Source: an optimization exercise on an open RTL-to-GDS flow (aim: small area and a short achievable clock period). Production flows keep margins and buffers that such runs may drop.
The RTL was checked by simulation tests, not by an equivalence proof against the original design.
Power is estimated from default activity; no workload was simulated.

<file path="config.mk">
export PLATFORM = sky130hd
export DESIGN_NAME = Project
export DESIGN_NICKNAME = Project
export VERILOG_FILES = /design/flow/design.v
export SDC_FILE = /design/flow/constraint.sdc
export NUM_CORES = 4
export LEC_CHECK = 0
export CAP_MARGIN = 20
export CORE_MARGIN = 2
export CORE_UTILIZATION = 40
export SLEW_MARGIN = 20
</file>
<file path="constraint.sdc">
create_clock -name core_clock -period 8.0 [get_ports {clock}]
set_input_delay 1.6000 -clock core_clock [delete_from_list [all_inputs] [get_ports {clock}]]
set_output_delay 1.6000 -clock core_clock [all_outputs]
set_load 0.01 [all_outputs]
</file>
<file path="design.v">
module MUX2#(parameter SIZE = 4)(input SLCT,input[SIZE - 1:0] IN1, IN0, output[SIZE - 1:0] OT);
  assign OT = (SLCT)?IN1:IN0;  
endmodule
module MUX4#(parameter SIZE = 8)(input[1:0] SLCT, input [SIZE - 1:0] IN3, IN2, IN1, IN0, output [SIZE - 1 : 0] OT);
  assign OT = (SLCT[1] == 1'b1)? { (SLCT[0] == 1'b1)?IN3 : IN2 } :  {(SLCT[0] == 1'b1)?IN1 : IN0} ;
endmodule
module Add(input [7 : 0] a, b, output[7 : 0] out);
  assign out = a + b;
endmodule
module SixToEightExtend(input [5:0] In, output [7:0] Out);
  assign Out = { In[5], In[5], In};
endmodule
module SixToSixteen(input [5:0] In, output [15:0] Out);
  assign Out = { 10'b0, In};
endmodule
module PC(
  input clock,
  input reset,
  input PCEn,
  input [7:0] in, 
  output [7:0] out
);
  reg [7:0] Data;
  always@(posedge clock) begin
    if(reset)
      Data <= 8'b0;
    else if(PCEn)
      Data <= in;
  end
  assign out = Data;
endmodule  
module IF_STAGE(
  input         clk,
  input         rst,
  input         instr_fetch_enable,
  input [5:0]   imm_branch_offset,
  input         branch_enable,
  input         jump,
  input [15:0]  imem_data,
  output [7:0]  pc,
  output [15:0] instr
);
  wire[7:0] PCI;
  wire[7:0] PCO;
  wire[7:0] PCAdd1O;
  wire[7:0] PC1AddBr8;
  wire[7:0] Br8;
  wire[1:0] Mux4Select;
  assign Mux4Select = {jump, branch_enable};
  SixToEightExtend mySixToEight(
      .In(imm_branch_offset),
      .Out(Br8)
  );
  PC myPC(
      .clock(clk), 
      .reset(rst), 
      .PCEn(instr_fetch_enable),
      .in(PCI), 
      .out(PCO)
  );
  Add myPCByOne( 
    .a(PCO),
    .b(8'b00000001),
    .out(PCAdd1O)
  );
  Add myPC1ByBz( 
    .a(Br8),
    .b(PCAdd1O),
    .out(PC1AddBr8)
  );
  MUX4#(8) myIfMux4(
  .SLCT(Mux4Select), 
  .IN3(8'b0), 
  .IN2(Br8), 
  .IN1(PC1AddBr8), 
  .IN0(PCAdd1O), 
  .OT(PCI)
  );
  assign instr = imem_data;
  assign pc = PCO;
endmodule
module IF_ID(
  input clock,
  input reset,
  input [15:0] In,
  input InEnable,
  output [15:0] Out
);
  reg [15:0]myRegIFToID;
  always@(posedge clock) begin
    if(reset)
      myRegIFToID <= 0;
    else if(InEnable) myRegIFToID <= In; 
  end
  assign Out = myRegIFToID;
  endmodule
module  RegisterFile  (
  input         clk,
  input         rst,
  input         rg_wrt_enable,
  input [2:0]   rg_wrt_dest,
  input[15:0]   rg_wrt_data,
  input [2:0]   rg_rd_addr1,
  output [15:0] rg_rd_data1,
  input [2:0]   rg_rd_addr2,
  output [15:0] rg_rd_data2
);
reg [15:0] DataRegister [7:1];
  always@(posedge clk)begin
    if(rst)begin
       DataRegister[7][15:0] <= 16'b0;
       DataRegister[6][15:0] <= 16'b0;
       DataRegister[5][15:0] <= 16'b0;
       DataRegister[4][15:0] <= 16'b0;
       DataRegister[3][15:0] <= 16'b0;
       DataRegister[2][15:0] <= 16'b0;
       DataRegister[1][15:0] <= 16'b0;
    end
    else if(rg_wrt_enable && rg_wrt_dest != 0)
      DataRegister[rg_wrt_dest] <= rg_wrt_data;
    end
  assign rg_rd_data1 = (rg_rd_addr1 == 0) ? 16'b0 : DataRegister[rg_rd_addr1];
  assign rg_rd_data2 = (rg_rd_addr2 == 0) ? 16'b0 : DataRegister[rg_rd_addr2];
endmodule
module CONTROLLER(
  input             clock,
  input             reset,
  input             enable,
  input [15:0]      In,
  input             Zero,
  output reg [3:0]  alu_cmd,
  output reg        rf_write_back_en,
  output reg        write_back_result_mux,
  output reg        mem_write_en,
  output reg        rf_write_dest_mux,
  output reg        add_2_mux,
  output reg        data_2_mux,
  output reg        mem_write_mux,
  output reg        branchEn,
  output reg        jump
);
  wire [3:0] OP;
  assign OP = In[15:12];
  always@(posedge clock) begin
    if(reset) begin
    alu_cmd <= 0; rf_write_back_en <= 0; write_back_result_mux <= 0; mem_write_en <= 0; rf_write_dest_mux <= 0; add_2_mux <= 0; data_2_mux <= 0; mem_write_mux <= 0; branchEn <= 0; jump <= 0;
    end
    else if(enable) begin
    alu_cmd <= 0; rf_write_back_en <= 0; write_back_result_mux <= 0; mem_write_en <= 0; rf_write_dest_mux <= 0; add_2_mux <= 0; data_2_mux <= 0; mem_write_mux <= 0; branchEn <= 0; jump <= 0;
    case(OP) 
      0: begin if(OP == 0) begin alu_cmd <= 0; end end
      1: begin if(OP == 1) begin alu_cmd <= 1;  rf_write_back_en <= 1; rf_write_dest_mux <= 1; end end
      2: begin if(OP == 2) begin alu_cmd <= 2; rf_write_back_en <= 1; rf_write_dest_mux <= 1; end end
      3: begin if(OP == 3) begin alu_cmd <= 3; rf_write_back_en <= 1; rf_write_dest_mux <= 1; end end
      4: begin if(OP == 4) begin alu_cmd <= 4; rf_write_back_en <= 1; rf_write_dest_mux <= 1; end end
      5: begin if(OP == 5) begin alu_cmd <= 5; rf_write_back_en <= 1; rf_write_dest_mux <= 1; end end
      6: begin if(OP == 6) begin alu_cmd <= 6; rf_write_back_en <= 1; rf_write_dest_mux <= 1; end end
      7: begin if(OP == 7) begin alu_cmd <= 7; rf_write_back_en <= 1; rf_write_dest_mux <= 1; end end
      8: begin if(OP == 8) begin alu_cmd <= 8; rf_write_back_en <= 1; rf_write_dest_mux <= 1; end end
      9: begin if(OP == 9) begin alu_cmd <= 9; rf_write_back_en <= 1; rf_write_dest_mux <= 1; end end
      10: begin if(OP == 10) begin alu_cmd <= 1; rf_write_back_en <= 1;  data_2_mux <= 1; rf_write_dest_mux <= 1; end end
      11: begin if(OP == 11) begin alu_cmd <= 1; rf_write_back_en <= 1;  data_2_mux <= 1; rf_write_dest_mux <= 1; write_back_result_mux <= 1; end end
      12: begin if(OP == 12) begin alu_cmd <= 1; data_2_mux <= 1; add_2_mux <= 1; mem_write_mux <= 1; mem_write_en <= 1; end end
      13: begin if(OP == 13) begin branchEn <=(Zero)?1:0; end end
      14: begin if(OP == 14) begin jump <= 1; end end
    endcase
    end
  end
endmodule
module ID_STAGE (
input         clk,
input         rst,
input         ID_Enable,
input         ID_Zero,
input         ID_RegWriteEn,
input [2:0]   ID_RegWriteDest,
input [15:0]  ID_RegWriteData,
input [15:0]  ID_In,
input [15:0]  ID_Controller,
output [15:0] ID_AluSrc1,
output [15:0] ID_AluSrc2,
output [15:0] ID_MemWriteData,
output [2:0]  ID_RFWriteBackDest,
output        ID_MemWriteEn,
output        ID_WriteBackResultMux,
output        ID_RFWriteBackEn,
output [3:0]  ID_ALUCmd,
output        ID_jump,
output        ID_branch,
output  [2:0] ID_op1,
output  [2:0] ID_op2
);
wire [15:0] sixteenExtended;
wire RFWriteDestMux;
wire Add2Mux;
wire Data2Mux;
wire MemWriteDataMux;
wire [2:0] Add2MuxAddress;
wire [15:0] RegisterFileData2;
SixToSixteen mySixToSixteen(
 .In(ID_In[5:0]),
 .Out(sixteenExtended)
);
MUX2 #(16) myData2Mux2( 
  .SLCT(Data2Mux),
  .IN1(sixteenExtended),
  .IN0(RegisterFileData2), 
  .OT(ID_AluSrc2)
);
MUX2 #(3) myAdd2Mux2( 
  .SLCT(Add2Mux),
  .IN1(ID_In[11:9]),
  .IN0(ID_In[5:3]), 
  .OT(Add2MuxAddress)
);
assign ID_op1 = ID_In[8:6];
assign ID_op2 = Add2MuxAddress;
RegisterFile myRegisterFile(
  .clk(clk),
  .rst(rst),
  .rg_wrt_enable(ID_RegWriteEn),
  .rg_wrt_dest(ID_RegWriteDest),
  .rg_wrt_data(ID_RegWriteData),
  .rg_rd_addr1(ID_In[8:6]),
  .rg_rd_data1(ID_AluSrc1),
  .rg_rd_addr2(Add2MuxAddress),
  .rg_rd_data2(RegisterFileData2)
);
MUX2 #(16) myMemWriteDataMux2( 
  .SLCT(MemWriteDataMux),
  .IN1(RegisterFileData2),
  .IN0(16'b0), 
  .OT(ID_MemWriteData)
);
MUX2 #(3) myWriteDestMux2( 
  .SLCT(RFWriteDestMux),
  .IN1(ID_In[11:9]), 
  .IN0(3'b0),
  .OT(ID_RFWriteBackDest)
);
CONTROLLER  myController(
  .clock(clk),
  .reset(rst),
  .enable(ID_Enable),
  .In(ID_Controller),
  .Zero(ID_Zero),
  .alu_cmd(ID_ALUCmd),
  .rf_write_back_en(ID_RFWriteBackEn),
  .write_back_result_mux(ID_WriteBackResultMux),
  .mem_write_en(ID_MemWriteEn),
  .rf_write_dest_mux(RFWriteDestMux),
  .add_2_mux(Add2Mux),
  .data_2_mux(Data2Mux),
  .mem_write_mux(MemWriteDataMux),
  .branchEn(ID_branch),
  .jump(ID_jump)
);
endmodule
module ID_EX(
  input clock,
  input reset,
  input[3:0] ex_alu_cmd,
  input [15:0] ex_alu_src1,
  input[15:0] ex_alu_src2,
  input mem_write_en,
  input [15:0] mem_write_data,
  input write_back_en,
  input [2:0] write_back_dest,
  input write_back_result_mux,
  input stall,
  output [57:0] RegIDToExOut
);
  reg [57:0]myRegIDToEx;
  always@(posedge clock) begin
    if(reset)
      myRegIDToEx <= 0;
    else if(stall) begin 
      myRegIDToEx[57:54] <= ex_alu_cmd; 
      myRegIDToEx[53:38] <= ex_alu_src1;
      myRegIDToEx[37:22] <= ex_alu_src2;
      myRegIDToEx[21:21] <= mem_write_en;
      myRegIDToEx[20:5] <= mem_write_data;
      myRegIDToEx[4:4] <= write_back_en;
      myRegIDToEx[3:1] <= write_back_dest;
      myRegIDToEx[0:0] <= write_back_result_mux;
    end
    else
      myRegIDToEx <= 0;
   end
  assign RegIDToExOut = myRegIDToEx;
endmodule
module ALU (
  input      [15:0] a,
  input      [15:0] b,
  input      [3:0]  cmd,
  output reg [15:0] rLeft,
  output reg [15:0] rRight,
  output zero
);
  always@(a, b, cmd) begin
    rRight = 0;
    rLeft = 0;
    case(cmd) 
      1: rRight = a + b;
      2: rRight = a - b;
      3: rRight = a & b;
      4: rRight = a | b;
      5: rRight = a ^ b;
      6: begin rRight[15:1] = a[14:0]; rRight[0]=  a[0]; end
      7: begin rRight[14:0] = a[15:1]; rRight[15] = a[15]; end
      8: rRight = {1'b0, a[15:1] };
      9: begin {rLeft, rRight} = a * b; end
    endcase    
  end   
  assign zero = (rLeft == 0 && rRight == 0)?1:0;
endmodule
module EX_STAGE(
  input [3:0]       EX_AluCmd,
  input [15:0]      EX_AluSrc1,
  input [15:0]      EX_AluSrc2,
  output            zeroFlag,
  output  [15:0]    EX_LowResult
);
  ALU myAlu(
   .a(EX_AluSrc1),
   .b(EX_AluSrc2),
   .cmd(EX_AluCmd),
   .rLeft(),
   .rRight(EX_LowResult),
   .zero(zeroFlag)
  );
endmodule                
module EX_MEM(
  input clock,
  input reset,
  input [15:0] ex_alu_result,
  input mem_write_en,
  input[15:0] mem_write_data,
  input write_back_en,
  input [2:0] write_back_dest,
  input write_back_result_mux,
  output [37:0] RegExToMemOut
);
  reg [37:0]myRegExToMem;
  always@(posedge clock) begin
    if(reset) begin
      myRegExToMem <= 0;
    end
    else begin
      myRegExToMem[37:22] <= ex_alu_result; 
      myRegExToMem[21:21] <= mem_write_en;
      myRegExToMem[20:5] <= mem_write_data;
      myRegExToMem[4:4] <= write_back_en;
      myRegExToMem[3:1] <= write_back_dest;
      myRegExToMem[0:0] <= write_back_result_mux;
    end
  end
  assign RegExToMemOut = myRegExToMem;
endmodule
module MEM_WB(
  input clock,
  input reset,
  input [15:0] ex_alu_result,
  input [15:0] mem_read_data,
  input write_back_en,
  input [2:0] write_back_dest,
  input write_back_result_mux,
  output [36:0] RegMemToWBOut
);
  reg [36:0] RegMemToWB;
  always@(posedge clock) begin
    if(reset) begin
      RegMemToWB <= 0;
    end
    else begin
      RegMemToWB[36:21] <= ex_alu_result; 
      RegMemToWB[20:5] <= mem_read_data;
      RegMemToWB[4:4] <= write_back_en;
      RegMemToWB[3:1] <= write_back_dest;
      RegMemToWB[0:0] <= write_back_result_mux;
    end
  end
  assign RegMemToWBOut = RegMemToWB;
endmodule
module WB_STAGE(
  input [36:0]  pipeline_reg_in,
  output        Reg_write_en,
  output [2:0]  Reg_write_dest,
  output [15:0] Reg_write_data
);    
  MUX2 #(16) myWBRstMux2( 
    .SLCT(pipeline_reg_in[0:0]),
    .IN1(pipeline_reg_in[20:5]),
    .IN0(pipeline_reg_in[36:21]),
    .OT(Reg_write_data)
  );
  assign Reg_write_dest = pipeline_reg_in[3:1];
  assign Reg_write_en = pipeline_reg_in[4];
endmodule
module HAZARD
(
  input       clk,
  input       rst,
  input      [2:0] decoding_op_src1,
  input      [2:0] decoding_op_src2,
  input      [2:0] decoding_op_dest,
  input      [2:0] ex_op_dest,
  input      [2:0] mem_op_dest,
  input      [2:0] wb_op_dest,
  output reg   pipeline_stall_n
);
  always@(*) begin
      pipeline_stall_n = 1;
    if(rst) begin
      pipeline_stall_n = 0;
    end
    else if((decoding_op_src1 == wb_op_dest || decoding_op_src1 == mem_op_dest || decoding_op_src1 == ex_op_dest) && (decoding_op_src1 != 0) )
      pipeline_stall_n = 0;
    else if((decoding_op_src2 == wb_op_dest || decoding_op_src2 == mem_op_dest || decoding_op_src2 == ex_op_dest) && (decoding_op_src2 != 0) )
      pipeline_stall_n = 0;
    else if((decoding_op_dest == wb_op_dest || decoding_op_dest == mem_op_dest || decoding_op_dest == ex_op_dest) && (decoding_op_dest != 0) )
      pipeline_stall_n = 0;
  end
endmodule 
module Project(
      input clock,
      input reset,
      output [7:0]  imem_addr,
      input  [15:0] imem_data,
      output [15:0] dmem_addr,
      output [15:0] dmem_wdata,
      output        dmem_we,
      input  [15:0] dmem_rdata,
      output        wb_en,
      output [2:0]  wb_dest,
      output [15:0] wb_data
  );
  wire  [15:0] IF_Output;
  wire  [7:0]   PC_Out;
  wire  [15:0] ID_Input;
  wire  [15:0] ID_Alusrc1;
  wire  [15:0] ID_Alusrc2;
  wire  [15:0] ID_Memwritedata;
  wire  [3:0] ID_Alucmd;
  wire  [2:0] ID_Rfwritebackdest;
  wire IDJump;
  wire IDBranch;
  wire IDMemwriteenable;   
  wire IDWritebackenable;
  wire IDWritebackresultmux;  
  wire  [57:0]  EX_Input;
  wire  [37:0]  MEM_Input;  
  wire  [15:0]  EX_Lowresult;
  wire  [36:0]  WB_Input;
  wire  [15:0]  MEM_Memoryout;  
  wire  WBWriteenable;
  wire  [2:0] WBWritedest;
  wire  [15:0] WBWritedata;
  wire  stall;
  wire  [2:0] IDop1;
  wire  [2:0] IDop2;
  wire  zero;
  IF_STAGE Inst_Fetch(
    .clk(clock),
    .rst(reset),
    .instr_fetch_enable(stall),
    .imm_branch_offset(ID_Input[5:0]),
    .branch_enable(IDBranch),
    .jump(IDJump),
    .imem_data(imem_data),
    .pc(PC_Out),
    .instr(IF_Output)
    );
  IF_ID IF_ID_Register(
    .clock(clock),
    .reset(reset),
    .In(IF_Output),
    .InEnable(stall),
    .Out(ID_Input)
      );
  ID_STAGE Inst_Decode(
    .clk(clock),
    .rst(reset),
    .ID_Enable(stall),
    .ID_Zero(zero),
    .ID_RegWriteEn(WBWriteenable),
    .ID_RegWriteDest(WBWritedest),
    .ID_RegWriteData(WBWritedata),
    .ID_In(ID_Input),
    .ID_Controller(IF_Output),
    .ID_AluSrc1(ID_Alusrc1),
    .ID_AluSrc2(ID_Alusrc2),
    .ID_MemWriteData(ID_Memwritedata),
    .ID_RFWriteBackDest(ID_Rfwritebackdest),
    .ID_MemWriteEn(IDMemwriteenable),
    .ID_WriteBackResultMux(IDWritebackresultmux),
    .ID_RFWriteBackEn(IDWritebackenable),
    .ID_ALUCmd(ID_Alucmd),
    .ID_jump(IDJump),
    .ID_branch(IDBranch),
    .ID_op1(IDop1),
    .ID_op2(IDop2)
  );
  ID_EX   ID_EX_Register(
    .clock(clock),
    .reset(reset),
    .ex_alu_cmd(ID_Alucmd),
    .ex_alu_src1(ID_Alusrc1),
    .ex_alu_src2(ID_Alusrc2),
    .mem_write_en(IDMemwriteenable),
    .mem_write_data(ID_Memwritedata),
    .write_back_en(IDWritebackenable),
    .write_back_dest(ID_Rfwritebackdest),
    .write_back_result_mux(IDWritebackresultmux),
    .stall(stall),
    .RegIDToExOut(EX_Input)
  );
  EX_STAGE  Inst_Execute(
    .EX_AluCmd(EX_Input[57:54]),
    .EX_AluSrc1(EX_Input[53:38]),
    .EX_AluSrc2(EX_Input[37:22]),
    .zeroFlag(zero),
    .EX_LowResult(EX_Lowresult)
  );
  EX_MEM  EX_MEM_Register(
    .clock(clock),
    .reset(reset),
    .ex_alu_result(EX_Lowresult),
    .mem_write_en(EX_Input[21:21]),
    .mem_write_data(EX_Input[20:5]),
    .write_back_en(EX_Input[4:4]),
    .write_back_dest(EX_Input[3:1]),
    .write_back_result_mux(EX_Input[0:0]),
    .RegExToMemOut(MEM_Input)
  );
  assign dmem_addr = MEM_Input[37:22];
  assign dmem_wdata = MEM_Input[20:5];
  assign dmem_we = MEM_Input[21];
  assign MEM_Memoryout = dmem_rdata;
  MEM_WB MEM_WB_Register(
    .clock(clock),
    .reset(reset),
    .ex_alu_result(MEM_Input[37:22]),
    .mem_read_data(MEM_Memoryout),
    .write_back_en(MEM_Input[4:4]),
    .write_back_dest(MEM_Input[3:1]),
    .write_back_result_mux(MEM_Input[0:0]),
    .RegMemToWBOut(WB_Input)
  );
  WB_STAGE Inst_WriteBack(
    .pipeline_reg_in(WB_Input),
    .Reg_write_en(WBWriteenable),
    .Reg_write_dest(WBWritedest),
    .Reg_write_data(WBWritedata)
  );
  HAZARD myHazard(
  .clk(clock),
  .rst(reset),
  .decoding_op_src1(IDop1),
  .decoding_op_src2(IDop2),
  .decoding_op_dest(ID_Input[11:9]),
  .ex_op_dest(EX_Input[3:1]),
  .mem_op_dest(MEM_Input[3:1]),
  .wb_op_dest(WBWritedest),
  .pipeline_stall_n(stall)
);
  assign imem_addr = PC_Out;
  assign wb_en = WBWriteenable;
  assign wb_dest = WBWritedest;
  assign wb_data = WBWritedata;
endmodule
</file>
<file path="run.sh">
#!/bin/bash
# synth_recipe.tcl (not shown) runs the flow's synth.tcl, then flattens the netlist and writes it again
# the make line also repeats each setting of config.mk as NAME=value (left out here)
make -C /OpenROAD-flow-scripts/flow DESIGN_CONFIG=/design/flow/config.mk WORK_HOME=/design/flow/orfs CLKGATE_MAP_FILE= SYNTH_SCRIPT=/design/flow/synth_recipe.tcl finish
</file>
==> impl_metrics.json <==
{
  "dieArea_um2": 60800,
  "r2r.worst_path.cells": 22,
  "fp.dieW_um": 246,
  "max_stage_delay_ns": 0.74,
  "io_pins": 95,
  "hold_violations": 0,
  "drive_gt1_share_pct": 5.96,
  "routed_wl_mm": 72.8,
  "post-dp-hpwl_mm": 54.5,
  "min_period_over_period_pct": 96.4,
  "slowest_stage": "dfxtp_1",
  "final_cell_mix": "nor2_1 (355), nand2_1 (288), inv_1 (286)",
  "crit_start": "ID_EX_Register.myRegIDToEx[26]$_SDFF_PP0_",
  "arrival_ns": 8.24,
  "layout_min_cycle_time_ns": 7.71,
  "crit_chain": "clkinvlp_4 -> nor2_1 -> fa_1 -> inv_1 -> fa_1 -> fa_1 -> inv_1 -> ha_1 -> fa_1 -> inv_1 -> fa_1 -> inv_1 -> ha_1 -> a21oi_1 -> nand2_1 -> o21ai_0 -> xor2_1 -> nor2_1 -> a2111oi_1 -> nor4bb_4 -> a31oi_1 -> a21bo_1",
  "drc": 0,
  "cts_sinks": 291,
  "synth_area_um2": 23500,
  "grt_usage_pct": 24.0,
  "yosysWarnings": 9,
  "grt_max_degree": 68,
  "dp_worst_setup_slack_ns": -0.0178,
  "layout_setup_ws_ns": 0.290,
  "final_antenna_net_count": 0,
  "clk_latency_ns": 0.59,
  "cp.required_ns": 8.53,
  "endpoint": "Inst_Decode.myController.branchEn$_SDFFE_PP0P_",
  "fin_cells": 3383,
  "start_kind": "flip-flop",
  "avgViaCountPerCell": 5.48,
  "final_cell_area_um2": 26100,
  "fp-row-count": 88,
  "cts-root-buf": "clkbuf_16",
  "synthArstFlopShare_pct": 0,
  "whs_path_depth": 2,
  "io_buffers": 94,
  "area_growth_syn_to_layout_pct": 11.1,
  "yosysSeqAreaShare_pct": 29.5,
  "max_cap_violations": 0,
  "grt_overflow": 0,
  "post_cts_buffers": 0,
  "netlist_instances": 2586,
  "slew_violations": 0,
  "slew_headroom_pct": 22.2,
  "wire_per_inst_um": 21.5,
  "utilization_pct": 45.1,
  "start_util_pct": 40.6,
  "cts.htree.levels": 1,
  "holdWs_ns": 0.431,
  "synth_cell_types": 86,
  "synthFlopType": "dfxtp_1",
  "grt_pass1_wl_mm": 113,
  "fin_setup_tns_ns": 0,
  "grt_pass1_vias": 19000,
  "critPathKind": "flip-flop to flip-flop",
  "r2r_end": "Inst_Decode.myController.branchEn$_SDFFE_PP0P_",
  "core_region_area_um2": 57900,
  "min_path_type": "flip-flop to flip-flop",
  "vdd_drop_max_uv": 171,
  "place_inst": 3324,
  "dr.first_iter.drc_count": 1577,
  "setup_viol": 0,
  "nFillCells": 5749,
  "antenna_found_initial": 1,
  "cpMostUsedCell": "fa_1",
  "placedInstanceArea_um2": 25000,
  "clock.fmax_mhz": 130,
  "syn_area_per_cell_um2": 9.09,
  "drt-pass1-iter-count": 5,
  "rsz0062_at_grt": "no",
  "worstMarginPinSlew_ns": 1.17,
  "r2r_start": "ID_EX_Register.myRegIDToEx[26]$_SDFF_PP0_",
  "clk_path_buf_depth": 3,
  "leakagePower_nw": 10.0,
  "power.total_mw": 4.46,
  "final_nets": 2983,
  "crit_fanout": 10,
  "cts_buffers": 31,
  "clk_pin_slew_ns": 0.08,
  "fin_worst_skew_ns": 0.0295,
  "reg2reg_slack_ns": 0.29,
  "place_congestion": 0.963,
  "ys_ff_latch": 291,
  "power_density_nw_per_um2": 171,
  "synth-edff-count": 112,
  "diodes": 0,
  "tritoncts": "built",
  "die_h_um": 246,
  "cp-end-kind": "flip-flop",
  "final_common_cell": "nor2_1",
  "status": "finished clean",
  "vias": 18600
}
[sequential cells by signal, summed over array words and instances (netlist names)]
| register | flops |
|---|---|
| MEM_WB_Register.RegMemToWB | 37 |
| Inst_Decode.myController.jump | 1 |
| Inst_Decode.myController.branchEn | 1 |
| Inst_Fetch.myPC.Data | 8 |
| IF_ID_Register.myRegIFToID | 12 |
| Inst_Decode.myController.rf_write_dest_mux | 1 |
| Inst_Decode.myController.alu_cmd | 4 |
| Inst_Decode.myController.mem_write_en | 1 |
| ID_EX_Register.myRegIDToEx | 58 |
| EX_MEM_Register.myRegExToMem | 38 |
| Inst_Decode.myRegisterFile.DataRegister | 128 |
| Inst_Decode.myController.write_back_result_mux | 1 |
| Inst_Decode.myController.data_2_mux | 1 |
[cell families (layout without fill, tap and decap cells)]
| family | count (synthesis) | in the layout | synth area share [%] |
|---|---|---|---|
| simple gates | 920 | 920 | 17.8 |
| buf+inv | 480 | 497 | 8.32 |
| compound gates | 375 | 375 | 10.7 |
| fa+ha+maj | 356 | 356 | 25.2 |
| flops | 291 | 291 | 29.5 |
| mux | 100 | 100 | 6.08 |
| xor+xnor | 63 | 63 | 2.35 |
| other cells | 1 | 16 | 0.0159 |
[cell type report]
class / count / area [µm²] / area share (%)
inverter: 304 / 1140 / 4.38
tap: 765 / 957 / 3.66
clock buffer: 38 / 843 / 3.23
multi-input combinational: 1830 / 14700 / 56.4
timing repair buffer: 135 / 1250 / 4.78
clock inverter: 20 / 253 / 0.967
sequential: 291 / 6950 / 26.6
[where the power goes]
| group | total, mW | switching [mW] | internal [mW] |
|---|---|---|---|
| Combinational | 1.18 | 0.738 | 0.440 |
| Sequential | 1.73 | 0.117 | 1.61 |
| Clock | 1.55 | 0.633 | 0.917 |
| Total | 4.46 | 1.49 | 2.97 |
[metal layers]
metal	vias to the layer above	wire [µm]	global-route usage [%]
li1	8564	-	-
met5	-	0	0
met2	700	33800	39.8
met3	127	4850	2.92
met4	0	2060	7.07
met1	9163	32000	32.8
[synthesized netlist by cell type (21+ instances only)]
library cell,instances,area (µm²)
buf_4,34,255
xor2_1,24,210
and2_1,27,169
mux2i_1,59,591
nand2_1,288,1080
nor2_1,355,1330
dfxtp_1,179,3580
xnor2_1,39,342
a21oi_1,96,480
ha_1,159,1990
inv_1,286,1070
nor2b_1,81,507
clkbuf_1,117,439
o21ai_0,67,335
nor3_1,29,145
nand2b_1,21,131
fa_1,197,3940
a211oi_1,51,383
nand3_1,29,145
edfxtp_1,112,3360
mux4_2,33,743
[worst max-delay path: cells and delay by family (launching register included)]
kind	cells	cell delay, ns
AOI/OAI and AO/OA	5	1.76
buffers and inverters	5	0.74
and+or+nand+nor	4	1.21
DFF	1	0.74
adders and majority gates	7	2.98
xor gates and xnor gates	1	0.21
[worst min-delay path by stage]
stage	startpoint	endpoint	slack, ns
after global routing	EX_MEM_Register.myRegExToMem[4]$_SDFF_PP0_	MEM_WB_Register.RegMemToWB[4]$_SDFF_PP0_	0.45
after global placement	EX_MEM_Register.myRegExToMem[4]$_SDFF_PP0_	MEM_WB_Register.RegMemToWB[4]$_SDFF_PP0_	0.42
after detailed placement	Inst_Decode.myController.alu_cmd[0]$_SDFFE_PP0P_	ID_EX_Register.myRegIDToEx[54]$_SDFF_PP0_	0.42
after CTS	Inst_Decode.myController.alu_cmd[0]$_SDFFE_PP0P_	ID_EX_Register.myRegIDToEx[54]$_SDFF_PP0_	0.44
final	Inst_Decode.myController.alu_cmd[0]$_SDFFE_PP0P_	ID_EX_Register.myRegIDToEx[54]$_SDFF_PP0_	0.43
after floorplan	Inst_Decode.myController.alu_cmd[0]$_SDFFE_PP0P_	ID_EX_Register.myRegIDToEx[54]$_SDFF_PP0_	0.41
[what timing repair did]
action / 4_1_cts / 5_1_grt
gates resized for setup: 1 / 2
hold buffers: 0 / 0
setup endpoints to repair: 1 / 1

## what the ideal ports hide
Ports are ideal in the flow. The routed layout listed here was re-timed in OpenROAD. Step 1 assumes that a clkbuf_16 drives the clock port and a buf_2 every other input. Step 2 adds t to the input delays and takes it off the output delays; t is the mean of the earliest and latest rising clock arrival at the registers after step 1. Input paths then give back, and output paths get back, about the clock's delay inside the block. Slacks: ideal ports / drivers / drivers and shift; pairs: ideal ports / drivers.
t, ns: 0.628
slack for setup (ns): 0.290 / 0.290 / 0.290
hold WS [ns]: 0.431 / 0.431 / 0.431
clock arrival spread, ns: 0.030 / 0.030
worst register clock-pin slew, ns: 0.08 / 0.08
After both steps setup and hold are still met in this run. For this run, drivers alone change the setup slack by 0.000 ns; drivers and shift together by 0.000 ns.
